What follows belongs to an exercise in optimizing a design on an open flow for small area; a production flow would make more cautious choices. In this exercise RTL edits were held to simulation tests only and were not proved equivalent to the original. Power figures rest on the tool's default switching activity, not on a simulated workload.

===== config.mk =====
export PLATFORM = sky130hd
export DESIGN_NAME = Simple_Processor
export DESIGN_NICKNAME = Simple_Processor
export VERILOG_FILES = /design/flow/design.v
export SDC_FILE = /design/flow/constraint.sdc
export NUM_CORES = 4
export LEC_CHECK = 0
export CAP_MARGIN = 20
export CORE_MARGIN = 2
export CORE_UTILIZATION = 40
export SLEW_MARGIN = 20

===== constraint.sdc =====
create_clock -name core_clock -period 10.0 [get_ports {clk}]
set_input_delay 2.0000 -clock core_clock [delete_from_list [all_inputs] [get_ports {clk}]]
set_output_delay 2.0000 -clock core_clock [all_outputs]
set_load 0.01 [all_outputs]

===== design.v =====
`timescale 1ns / 1ps
module full_adder( input logic a ,  b ,  cin ,  output logic  sum ,  cout );
    assign sum = a ^ b ^ cin;
    assign cout = (a & cin)|(b & cin)|(a & b) ;
endmodule
`timescale 1ns / 1ps
module mux_2_to_1(  input logic select, input logic [3:0] input1, input0,  output logic  [3:0]  result );
    assign  result  =  select  ?  input1  :  input0;
endmodule
`timescale 1ns / 1ps
module ALU( input logic [3:0] in1,  in2,  input logic [1:0]  select,  output logic [3:0]  Rel );
    logic [3:0] sum;
    logic [3:0]  sum2;
    logic [3:0]  cout;
    logic [3:0]  cout2;
    full_adder addbit0( in1[0],  in2[0],  1'b0, sum[0],  cout[0] );
    full_adder addbit1( in1[1],  in2[1],  cout[0],  sum[1],  cout[1] );
    full_adder addbit2( in1[2],  in2[2],  cout[1],  sum[2],  cout[2] );
    full_adder addbit3( in1[3],  in2[3],  cout[2],  sum[3],  cout[3] );
    full_adder subtractbit0( in1[0],  ~in2[0],  1'b1,  sum2[0],  cout2[0] );
    full_adder subtractbit1( in1[1],  ~in2[1],  cout2[0],  sum2[1],  cout2[1] );
    full_adder subtractbit2( in1[2],  ~in2[2],  cout2[1],  sum2[2],  cout2[2] );
    full_adder subtractbit3( in1[3],  ~in2[3],  cout2[2],  sum2[3],  cout2[3] );
    always_comb
        begin
            case( select )
            0: Rel = 0;
            1: Rel = sum;
            2: Rel = sum2;
            3: Rel = 0;
            endcase
        end
endmodule
`timescale 1ns / 1ps
module PC(input logic clk , ld , reset , output logic [2:0] result);
    always_ff @( posedge clk , posedge reset )
    if ( reset )
    begin
        result  <= 0;
    end      
    else if ( ld )
    begin
        result  <=  result + 1;
    end
endmodule
`timescale 1ns / 1ps
module IR(input logic clk, ld, reset, switch_en, input logic [11:0] in1, in0,  output logic [11:0] result);
    always_ff @(posedge clk or posedge reset)
      if (reset)
        begin
        result <= 0;
        end
      else
         begin
         if (ld)
         begin
         case (switch_en)
         0: result <= in0;
         1: result <=  in1;
         endcase
         end
      end
endmodule
`timescale 1ns / 1ps
module Instruction_Memory( input logic [2:0] rda, output logic [11:0] rdd);
        always_comb
        case ( rda )
        0: rdd = 12'b000_00_001_0011;  
        1: rdd = 12'b000_00_000_0111;  
        2: rdd = 12'b101_011_000_001;  
        3: rdd = 12'b101_111_001_011;  
        4: rdd = 12'b110_100_000_011;  
        5: rdd = 12'b001_00_100_0101;  
        6: rdd = 12'b000_00_000_0101;  
        7: rdd = 12'b101_111_001_000;  
        endcase
endmodule 
`timescale 1ns / 1ps
module Controller_sp(input logic switch_Enable , clk , reset , debouncer_left_btn , debouncer_right_btn , input logic [11:0] instructions, 
output logic D_rd , D_wr , isExternal,
output logic [1:0] ALUSel , 
output logic wr_en , 
output logic [3:0] D_addr , 
output logic [2:0] RF_addr1 , RF_addr2 , RF_waddr );
    logic cntr_load;
    always_ff @( posedge clk, posedge reset )
    if ( reset )
    begin
        ALUSel <= 0;
        D_rd <= 0;
        D_wr <= 0;
        isExternal <= 0; 
        wr_en <= 0; 
        D_addr <= 0;
        RF_addr1 <= 0;
        RF_addr2 <= 0;
        RF_waddr <= 0;
        cntr_load <= 0;   
    end
    else 
    begin
        if((debouncer_right_btn & switch_Enable) | (debouncer_left_btn & ~switch_Enable))
        begin           
            case( instructions[11:9] )
            3'b000:
            begin    
                isExternal <= 1;
                D_rd <=  1;
                D_wr <=  0;
                wr_en <=  1;
                ALUSel <= 0;
                RF_waddr <= instructions[6:4];
                D_addr <=  instructions[3:0];
                case ( cntr_load )
                0:
                begin
                cntr_load <= 1;
                RF_addr1  <= instructions[6:4];
                end
                1:
                begin
                cntr_load <= 0;
                RF_addr2  <= instructions[6:4];
                end
                endcase                 
            end
            3'b001:
            begin       
                cntr_load <= 1;      
                isExternal <= 0;   
                D_rd <= 0;
                D_wr <= 1;
                ALUSel <= 0;
                wr_en <= 0; 
                D_addr <= instructions[3:0];
                RF_addr1 <= instructions[6:4];
                case ( cntr_load )
                0:
                begin
                cntr_load <= 1;
                RF_addr1 <= instructions[6:4];
                end
                1:
                begin
                cntr_load <= 0;
                RF_addr2 <= instructions[6:4];
                end
                endcase 
            end
            3'b101:
            begin
                isExternal <= 0;
                D_rd <= 0;
                D_wr <= 0;
                ALUSel <= 2'b01;
                wr_en <= 1;
                RF_waddr <= instructions[8:6];
                RF_addr1 <= instructions[2:0];
                RF_addr2 <= instructions[5:3];
            end    
            3'b110:
            begin
                isExternal <= 0; 
                D_rd <= 0;
                D_wr <= 0;
                ALUSel <= 2'b10;
                wr_en <= 1;
                RF_waddr <= instructions[8:6];
                RF_addr1 <= instructions[2:0];
                RF_addr2 <= instructions[5:3];     
            end
            endcase 
         end   
    end
endmodule 
`timescale 1ns / 1ps
module Control_Unit( input logic clk, reset, leftBtnDebounce, rightBtnDebounce, switch_Enable, input logic[11:0] switch,
output logic [3:0] D_addr, 
output logic D_rd , D_wr, 
output logic [2:0] RF_addr1 , RF_addr2 , RF_waddr, 
output logic [1:0] ALUSel,
 output logic isExternal , wr_en);
    logic cntr_load, IR_ld;
    logic [2:0] PC_out;
    logic [2:0] PC_index;
    logic [11:0] instructions;
    logic [11:0] IM_ins;
    logic [11:0] IR_ins;
    assign IR_ld = 1;
    PC pc_counter( clk, leftBtnDebounce, reset, PC_index );        
    Instruction_Memory rom( PC_index , IM_ins );
    IR insforim( clk, IR_ld , reset, switch_Enable , switch, IM_ins, instructions );
    Controller_sp  controller( switch_Enable , clk , reset , leftBtnDebounce , rightBtnDebounce , instructions ,
    D_rd , D_wr , isExternal , ALUSel , wr_en , D_addr , RF_addr1 , RF_addr2 , RF_waddr );
endmodule
`timescale 1ns / 1ps
module Data_Memory(input logic  D_rd , D_wr , clk , reset , input logic [3:0] D_addr , W_data , output logic [3:0] R_data); 
    logic [3:0] data_mem [15:0];
    always_ff @(posedge clk or posedge reset)
    begin
        if (reset)
        begin
          R_data <= 0;
          data_mem[0]  <=  4'h0;
          data_mem[1]  <=  4'h1;
          data_mem[2]  <=  4'h2;
          data_mem[3]  <=  4'h3;
          data_mem[4]  <=  4'h4;
          data_mem[5]  <=  4'h5;
          data_mem[6]  <=  4'h6;
          data_mem[7]  <=  4'h7;
          data_mem[8]  <=  4'h8;
          data_mem[9]  <=  4'h9;
          data_mem[10] <=  4'hA;
          data_mem[11] <=  4'hB;
          data_mem[12] <=  4'hC;
          data_mem[13] <=  4'hD;
          data_mem[14] <=  4'hE;
          data_mem[15] <=  4'hF;
        end
        else
        begin
           if (D_rd)
                R_data  <=  data_mem[D_addr];
           else if (D_wr)
                data_mem [D_addr]  <=  W_data;
        end
    end
endmodule
`timescale 1ns / 1ps
module Register_File(input logic  clk ,  wr_en , reset , input logic [2:0] rda1 , rda2 , wra , input logic  [3:0] wrd , output logic [3:0] rdd1 , rdd2);
    logic cntr_load;
    logic [3:0] data [7:0];
    always_ff @( posedge clk or posedge reset )
    begin
        if ( reset )
        begin
          data[0]  <= 0;
          data[1]  <= 0;
          data[2]  <= 0;
          data[3]  <= 0;
          data[4]  <= 0;
          data[5]  <= 0;
          data[6]  <= 0;
          data[7]  <= 0;
          cntr_load <= 0;
          rdd1 <= 0;
          rdd2 <= 0;
        end
        else
        begin
            if (wr_en)
                data[wra]  <=  wrd;
            rdd1  <=  data[rda1];
            rdd2  <=  data[rda2]; 
        end
    end
endmodule
`timescale 1ns / 1ps
module SevenSegmentDisplay(
    input logic clk, reset,
    input logic [3:0] in3, in2, in1, in0,
    output logic [6:0]seg, output logic dp,
    output logic [3:0] an
    );
    localparam N = 18;
    logic [N-1:0] count;
    always@ (posedge clk or posedge reset)
        if (reset)
            count <= {N{1'b0}};
        else
            count <= count + 1;
    logic [4:0]digit_val;
    logic [3:0]digit_en;
    always@ (*)
     begin
     digit_en = 4'b1111;
     digit_val = in0;
      case(count[N-1:N-2])
       2'b00 :   
        begin
         digit_val = {1'b0, in0};
         digit_en = 4'b1110;
        end
       2'b01:   
        begin
         digit_val = {1'b0, in1};
         digit_en = 4'b1101;
        end
       2'b10:   
        begin
         digit_val = {1'b0, in2};
         digit_en = 4'b1011;
        end
       2'b11:   
        begin
         digit_val = {1'b0, in3};
         digit_en = 4'b0111;
        end
      endcase
     end
    logic [6:0] sseg_LEDs; 
    always @(*)
     begin 
      sseg_LEDs = 7'b1111111;  
      case( digit_val)
       5'd0 : sseg_LEDs = 7'b1000000;  
       5'd1 : sseg_LEDs = 7'b1111001;  
       5'd2 : sseg_LEDs = 7'b0100100;  
       5'd3 : sseg_LEDs = 7'b0110000;  
       5'd4 : sseg_LEDs = 7'b0011001;  
       5'd5 : sseg_LEDs = 7'b0010010;  
       5'd6 : sseg_LEDs = 7'b0000010;  
       5'd7 : sseg_LEDs = 7'b1111000;  
       5'd8 : sseg_LEDs = 7'b0000000;  
       5'd9 : sseg_LEDs = 7'b0010000;  
       5'd10: sseg_LEDs = 7'b0001000;  
       5'd11: sseg_LEDs = 7'b0000011;  
       5'd12: sseg_LEDs = 7'b1000110;  
       5'd13: sseg_LEDs = 7'b0100001;  
       5'd14: sseg_LEDs = 7'b0000110;  
       5'd15: sseg_LEDs = 7'b0001110;  
       5'd16: sseg_LEDs = 7'b0110111;  
       default : sseg_LEDs = 7'b0111111;  
      endcase
    end
    assign an = digit_en;
    assign seg = sseg_LEDs; 
    assign dp = 1'b1;  
endmodule
`timescale 1ns / 1ps
module debouncer(input logic clk, input logic reset, input logic btnL,output logic pulse);
    localparam logic [7:0] DEBOUNCE_CYCLES = 8'd200;
    logic [7:0] timer;
    typedef enum logic [1:0]{S0,S1,S2,S3} states;
    states state, nextState;
    logic gotInput;
    always_ff@(posedge clk or posedge reset)
        if (reset)
        begin
            state <= S0;
            timer <= 0;
        end
        else
        begin    
            state <= nextState;
            if(gotInput)
                timer <= DEBOUNCE_CYCLES;
            else
                timer <= timer - 1;
        end
    always_comb
        case(state)
            S0: if(btnL) 
                begin  
                    nextState = S1;    
                    gotInput = 1;
                end
                else begin nextState = S0; gotInput = 0; end
            S1: begin nextState = S2; gotInput = 0; end
            S2: begin nextState = S3; gotInput = 0; end
            S3: begin if(timer == 0) nextState = S0; else nextState = S3; gotInput = 0; end
            default: begin nextState = S0; gotInput = 0; end
            endcase
    assign pulse = ( state == S1 );
endmodule
module Datapath ( input logic [3:0] Ext_Data, input logic [2:0]  Addr_Src1,  Addr_Src2,  Addr_Dest, input logic  isExternal,  clk,  push_Button,  reset , input logic [1:0] ALUSel, output logic [6:0]seg, 
  output logic dp ,  output logic [3:0] an ,   output logic  [3:0] rdd1);
    logic pulse_for_btn;
    logic [3:0] data;
    logic [3:0] Rel;
    logic [3:0] rdd2;
    mux_2_to_1 select_for_data( isExternal, Ext_Data, Rel, data );
    debouncer debounce( clk, reset, push_Button, pulse_for_btn );
    Register_File register_file ( clk,  pulse_for_btn,  reset ,  Addr_Src1 ,  Addr_Src2 , Addr_Dest , data , rdd1 , rdd2 );
    ALU alu_operation ( rdd1 , rdd2 , ALUSel , Rel ); 
    SevenSegmentDisplay sevenSegment( clk , reset , rdd1 , rdd2 , 4'b0000 , Rel , seg , dp , an );    
endmodule
`timescale 1ns / 1ps
module Simple_Processor(input logic clk, reset,  leftBtn , rightBtn , switchEn, input logic [11:0] switch,
                          output logic [6:0] seg, output logic dp , output logic [3:0] an);
    logic D_wr;
    logic D_rd;
    logic isExternal;
    logic wr_en;
    logic debouncer_left_btn;
    logic debouncer_right_btn;
    logic [1:0] ALUSel;
    logic [3:0] D_addr;
    logic [3:0] Data_mem_read;
    logic [3:0] rdd1;
    logic [2:0] RF_waddr;
    logic [2:0] RF_addr1;
    logic [2:0] RF_addr2;
    debouncer debbouncer_rom( clk , reset , leftBtn , debouncer_left_btn );
    debouncer debouncer_switch( clk , reset , rightBtn , debouncer_right_btn );
    Control_Unit control_unit_sp( clk , reset , debouncer_left_btn , debouncer_right_btn , switchEn , switch , D_addr , D_rd , D_wr , RF_addr1 , RF_addr2 , RF_waddr , ALUSel , isExternal , wr_en );    
    Data_Memory data_memory_sp( D_rd , D_wr , clk , reset , D_addr , rdd1 , Data_mem_read );                                                                                            
    Datapath datapath_sp( Data_mem_read , RF_addr1 , RF_addr2 , RF_waddr , isExternal , clk ,  wr_en , reset , ALUSel , seg , dp , an , rdd1);
endmodule

===== run.sh =====
#!/bin/bash
# synth_recipe.tcl (not shown) runs the flow's synth.tcl, then flattens the netlist and writes it again
# the make line also repeats each setting of config.mk as NAME=value (left out here)
make -C /OpenROAD-flow-scripts/flow DESIGN_CONFIG=/design/flow/config.mk WORK_HOME=/design/flow/orfs CLKGATE_MAP_FILE= SYNTH_SCRIPT=/design/flow/synth_recipe.tcl finish

==> run notes <==
----------------------------------------------------
[Floorplanning]
  Starting density of the core ... 0.406
  Total I/O pin count ... 29
  Floorplan die width ... approximately 160 um
  Overall die area ... 25000 sq um
  Vertical extent of the die ... roughly 160 um
  Placeable core region ... ~23000 sq um
  Number of placement rows ... between 50 and 60

[Logic synthesis]
  Most used flip-flop cell after synthesis ... dfrtp_1
  Combined area of all synthesized cells ... about 9500 sq um
  Proportion of synthesized chip area in sequential cells ... 0.504
  Post-synthesis register bit count ... 190
  Net count of the mapped netlist ... between 900 and 1000
  Yosys warning count ... 11
  Number of distinct library cells after synthesis ... 65
  Number of synthesized flops with an enable pin ... 0
  Proportion of register bits with asynchronous set or reset after synthesis ... 1.00
  Gate Count Post-Synth ... between 900 and 1000
  Average instance area after synthesis ... 10.5 sq um

[CTS]
  Later-pin clock latency in the skew report ... about 440 ps
  Deepest clock path buffer count ... 2
  TritonCTS buffer count ... 17
  Post-cts hold buffer count ... 0
  Clock tree from TritonCTS ... done
  Clock Sinks ... 190
  H-tree depth ... 4
  Clock tree root buffer cell ... clkbuf_16
  Reg clk slew, reported paths ... about 80 ps
  Post-CTS Setup Inserts ... 0
  Number of gates resized after cts ... 0

[Setup path]
  Critical Path Sink Type ... output port
  Data required time at the worst endpoint ... about 8000 ps
  R2R Setup Slk ... roughly 6700 ps
  Slowest Stage Delay on Critical Path ... roughly 600 ps
  Cell count of the worst reg-to-reg path ... 10
  Crit path DAT ... around 4400 ps
  Chain of cells forming the critical path ... inv_1 -> ha_1 -> fa_1 -> inv_1 -> fa_1 -> xor3_1 -> o22ai_1 -> a21oi_2 -> nor3b_1 -> or4_1 -> clkdlybuf4s50_1
  Critical Setup Path Class ... reg2out
  Critical path's top delay family ... buffers and inverters
  FF-to-FF End ... datapath_sp.register_file.data[5][3]
  Cell at the slowest stage of the critical path ... a21oi_2
  Buf+Inv Stages, Crit Path ... 3
  Startpoint type of the worst setup path ... flop
  Origin of the critical flop-to-flop path ... datapath_sp.register_file.rdd1[0]
  Maximum fanout count along the critical path ... 14

[Placed design]
  Placed inst area ... approximately 10000 sq um
  Routability-driven placement congestion ratio ... between 0.8 and 0.9
  PortBufs ... 27
  Half-perimeter wire length of the detailed placement result ... 13.8 mm

[Power]
  Share of power burned in registers ... 0.471
  Maximum resistive drop on vdd ... ~0.12 mV
  Switching portion of total power ... 0.298
  Clock network fraction of total power ... 0.366
  Total internal power ... ~1.3 mW
  Logic gate share of total power ... 0.162
  Switching power ... ~550 uW
  Ratio of total power to cell area ... ~170 nW/um^2
  Leakage dissipation ... between 4 and 5 nW

[Global routing]
  Sum of overflow across all layers after global routing ... 0
  Antenna violations before repair ... 0
  Number of global-route vias before repair ... about 6300
  Global-route wire length before repair ... ~33 mm
  GRT Overall Usage ... 0.171
  Pin count of the biggest net entering global routing ... ~130

[Routing]
  WL final ... 19.9 mm
  Number of DRC violations after detailed-routing iteration 0 ... around 360
  Drt via density ... 5.21
  Antenna Violating Nets Remaining ... 0
  Pre-antenna DRT Iters ... 5
  Total via count in the routed design ... 6482
  Routed wire length per instance ... ~16 um
  Number of remaining DRC errors ... 0

[Hold path]
  Worst Hold Launch ... debbouncer_rom.timer[0]
  Count of cells along the worst hold path ... 1
  Type of the most critical hold path ... reg2reg
  Worst min-delay path endpoint ... debbouncer_rom.timer[0]

[Layout]
  Seq. cell area ... between 4000 and 5000 sq um
  Area taken by multi-input logic gates ... between 4000 and 5000 sq um
  Nets ... between 900 and 1000
  Commonest non-fill, non-tap cell in the layout ... dfrtp_1
  Antenna cell count ... 0
  Filler cell count in the final layout ... about 2300
  Leading cell types in the layout, fill and taps excluded ... dfrtp_1, nand2_1, mux2_2, o21ai_0, nor2_1
  Area of all placed cells without fillers ... between 10000 and 15000 sq um
  Fraction of final layout cells with drive strength greater than 1 ... 0.170
  Layout-stage area growth over the synthesis result ... 11.9%

[Timing]
  Final-report max-slew violation count ... 0
  Achievable frequency ... 0.156 GHz
  Min Tclk post-route ... around 6400 ps
  Number of failing setup endpoints in the final timing report ... 0
  Pin slew with the least headroom to its limit ... between 900 and 1000 ps
  Relative slew slack ... 0.351
  Worst clock skew on the final layout ... roughly 14 ps
  Period utilisation layout ... 0.642
  Setup TNS ... 0 ps
  RSZ-0062 raised after global routing ... no
  Hold violation total from the final report ... 0

[Job]
  Count of max-cap constraint violations ... 0

[Status]
  Result of the run ... complete, no violations

----------------------------------------------------
worst max-delay path by stage:
stage / startpoint / endpoint / depth (start not counted) / slack [ps]
finish: datapath_sp.register_file.rdd1[0] / seg[0] / 11 / 3580
detailed placement: datapath_sp.register_file.rdd1[0] / seg[0] / 11 / 3710
floorplan: reset / control_unit_sp.controller.ALUSel[0] / 1 / 2880
global route: datapath_sp.register_file.rdd1[0] / seg[0] / 11 / 3350
global placement: datapath_sp.register_file.rdd1[0] / seg[0] / 11 / 3850
CTS: datapath_sp.register_file.rdd1[0] / seg[0] / 11 / 3210
state kept, by name (all words and copies together), names as in the netlist:
name,count
control_unit_sp.insforim.result,12
debouncer_switch.state,2
control_unit_sp.controller.wr_en,1
datapath_sp.register_file.data,32
datapath_sp.register_file.rdd2,4
debbouncer_rom.timer,8
control_unit_sp.controller.RF_addr1,3
control_unit_sp.controller.ALUSel,2
control_unit_sp.pc_counter.result,3
datapath_sp.debounce.state,2
datapath_sp.debounce.timer,8
debbouncer_rom.state,2
data_memory_sp.data_mem,64
control_unit_sp.controller.RF_addr2,3
data_memory_sp.R_data,4
control_unit_sp.controller.RF_waddr,3
datapath_sp.sevenSegment.count,18
debouncer_switch.timer,8
control_unit_sp.controller.D_addr,4
control_unit_sp.controller.isExternal,1
control_unit_sp.controller.cntr_load,1
control_unit_sp.controller.D_wr,1
datapath_sp.register_file.rdd1,4
cells in the mapped netlist (all sizes together) (4+ instances only):
library cell | number | area share
a221oi | 5 | 0.0046
nand2 | 104 | 0.041
nor2 | 65 | 0.026
clkbuf | 30 | 0.012
a2bb2oi | 5 | 0.0046
xor2 | 12 | 0.011
o21ai | 70 | 0.037
mux4 | 9 | 0.021
fa | 4 | 0.0084
nand4 | 5 | 0.0033
and2 | 6 | 0.0039
nand2b | 17 | 0.011
inv | 38 | 0.015
dfstp | 32 | 0.088
a21oi | 49 | 0.026
a22o | 4 | 0.0037
nand3b | 8 | 0.0063
or3 | 4 | 0.0026
nor4 | 7 | 0.0046
nor3b | 12 | 0.010
xnor2 | 22 | 0.020
dfrtp | 158 | 0.42
mux2i | 24 | 0.025
nor2b | 11 | 0.0072
mux2 | 72 | 0.085
nor3 | 11 | 0.0058
ha | 20 | 0.026
o22ai | 16 | 0.011
a31oi | 5 | 0.0033
nand3 | 16 | 0.0084
buf | 11 | 0.0062
and3 | 11 | 0.0072
layout make-up:
cell class,instances,area share
timing repair buffer,31,0.0282
inverter,39,0.0145
multi-input combinational,632,0.413
clock inverter,14,0.0153
clock buffer,18,0.0404
sequential,190,0.451
tap,319,0.0375
power by group through the flow:
stage | clock network [mW] | logic (mW) | registers [mW]
final | 0.672 | 0.298 | 0.865
after global routing | 0.723 | 0.332 | 0.874
after CTS | 0.689 | 0.299 | 0.865
after detailed placement | 0 | 0.298 | 0.879
after global placement | 0 | 0.291 | 0.878
after floorplan | 0 | 0.222 | 0.854
metrics by stage:
step | std cells | util | setup slack [ps] | power, mW | hold slack (ps)
after floorplan | 902 | - | 2880 | 1.08 | 419
after global placement | 1211 | 0.429 | 3850 | 1.17 | 442
after detailed placement | 1211 | 0.429 | 3710 | 1.18 | 437
after CTS | 1243 | 0.454 | 3210 | 1.85 | 449
after global routing | 1243 | 0.454 | 3350 | 1.93 | 476
final | 1243 | 0.454 | 3580 | 1.83 | 447
kinds of logic after synthesis:
kind of cell | Yosys count | synth area share
flip-flops | 190 | 0.504
other | 1 | 0.000395
XOR/XNOR | 36 | 0.0363
adder cells (fa/ha/maj) | 24 | 0.0348
buffers and inverters | 80 | 0.0334
AND/OR/NAND/NOR | 286 | 0.145
multiplexers | 105 | 0.132
AO/OA/AOI/OAI | 180 | 0.113
per-layer routing:
metal | routed length (um) | vias to the layer above | GRT usage
li1 | - | 3185 | -
met1 | 9510 | 3180 | 0.233
met2 | 9530 | 104 | 0.280
met3 | 715 | 13 | 0.0397
met4 | 182 | 0 | 0.0378
met5 | 0 | - | 0

[separate check: timing with driven ports]
The flow's constraints put no driver on any port. The routed layout listed below was extracted and timed again, unchanged, in two steps. Step 1 (the two cells are an assumption about what drives the block):
set clk [get_ports {clk}]
set_driving_cell -lib_cell sky130_fd_sc_hd__clkbuf_16 $clk
set_driving_cell -lib_cell sky130_fd_sc_hd__buf_2 [delete_from_list [all_inputs] $clk]
Step 2 times the ports against the registers' clock, not the clock port: input delays grow and output delays shrink by t, the midpoint of the rising clock arrivals with the driver on. a / b / c = no drivers / after step 1 / after step 2; a / b = the first two.
t, ns: 0.478
setup WS [ns]: 3.576 / 3.531 / 4.009
latest minus earliest clock arrival (ns): 0.017 / 0.017
After both steps this run still meets setup and hold. For this run, drivers alone change the setup slack by -0.045 ns; drivers and shift together by +0.433 ns.
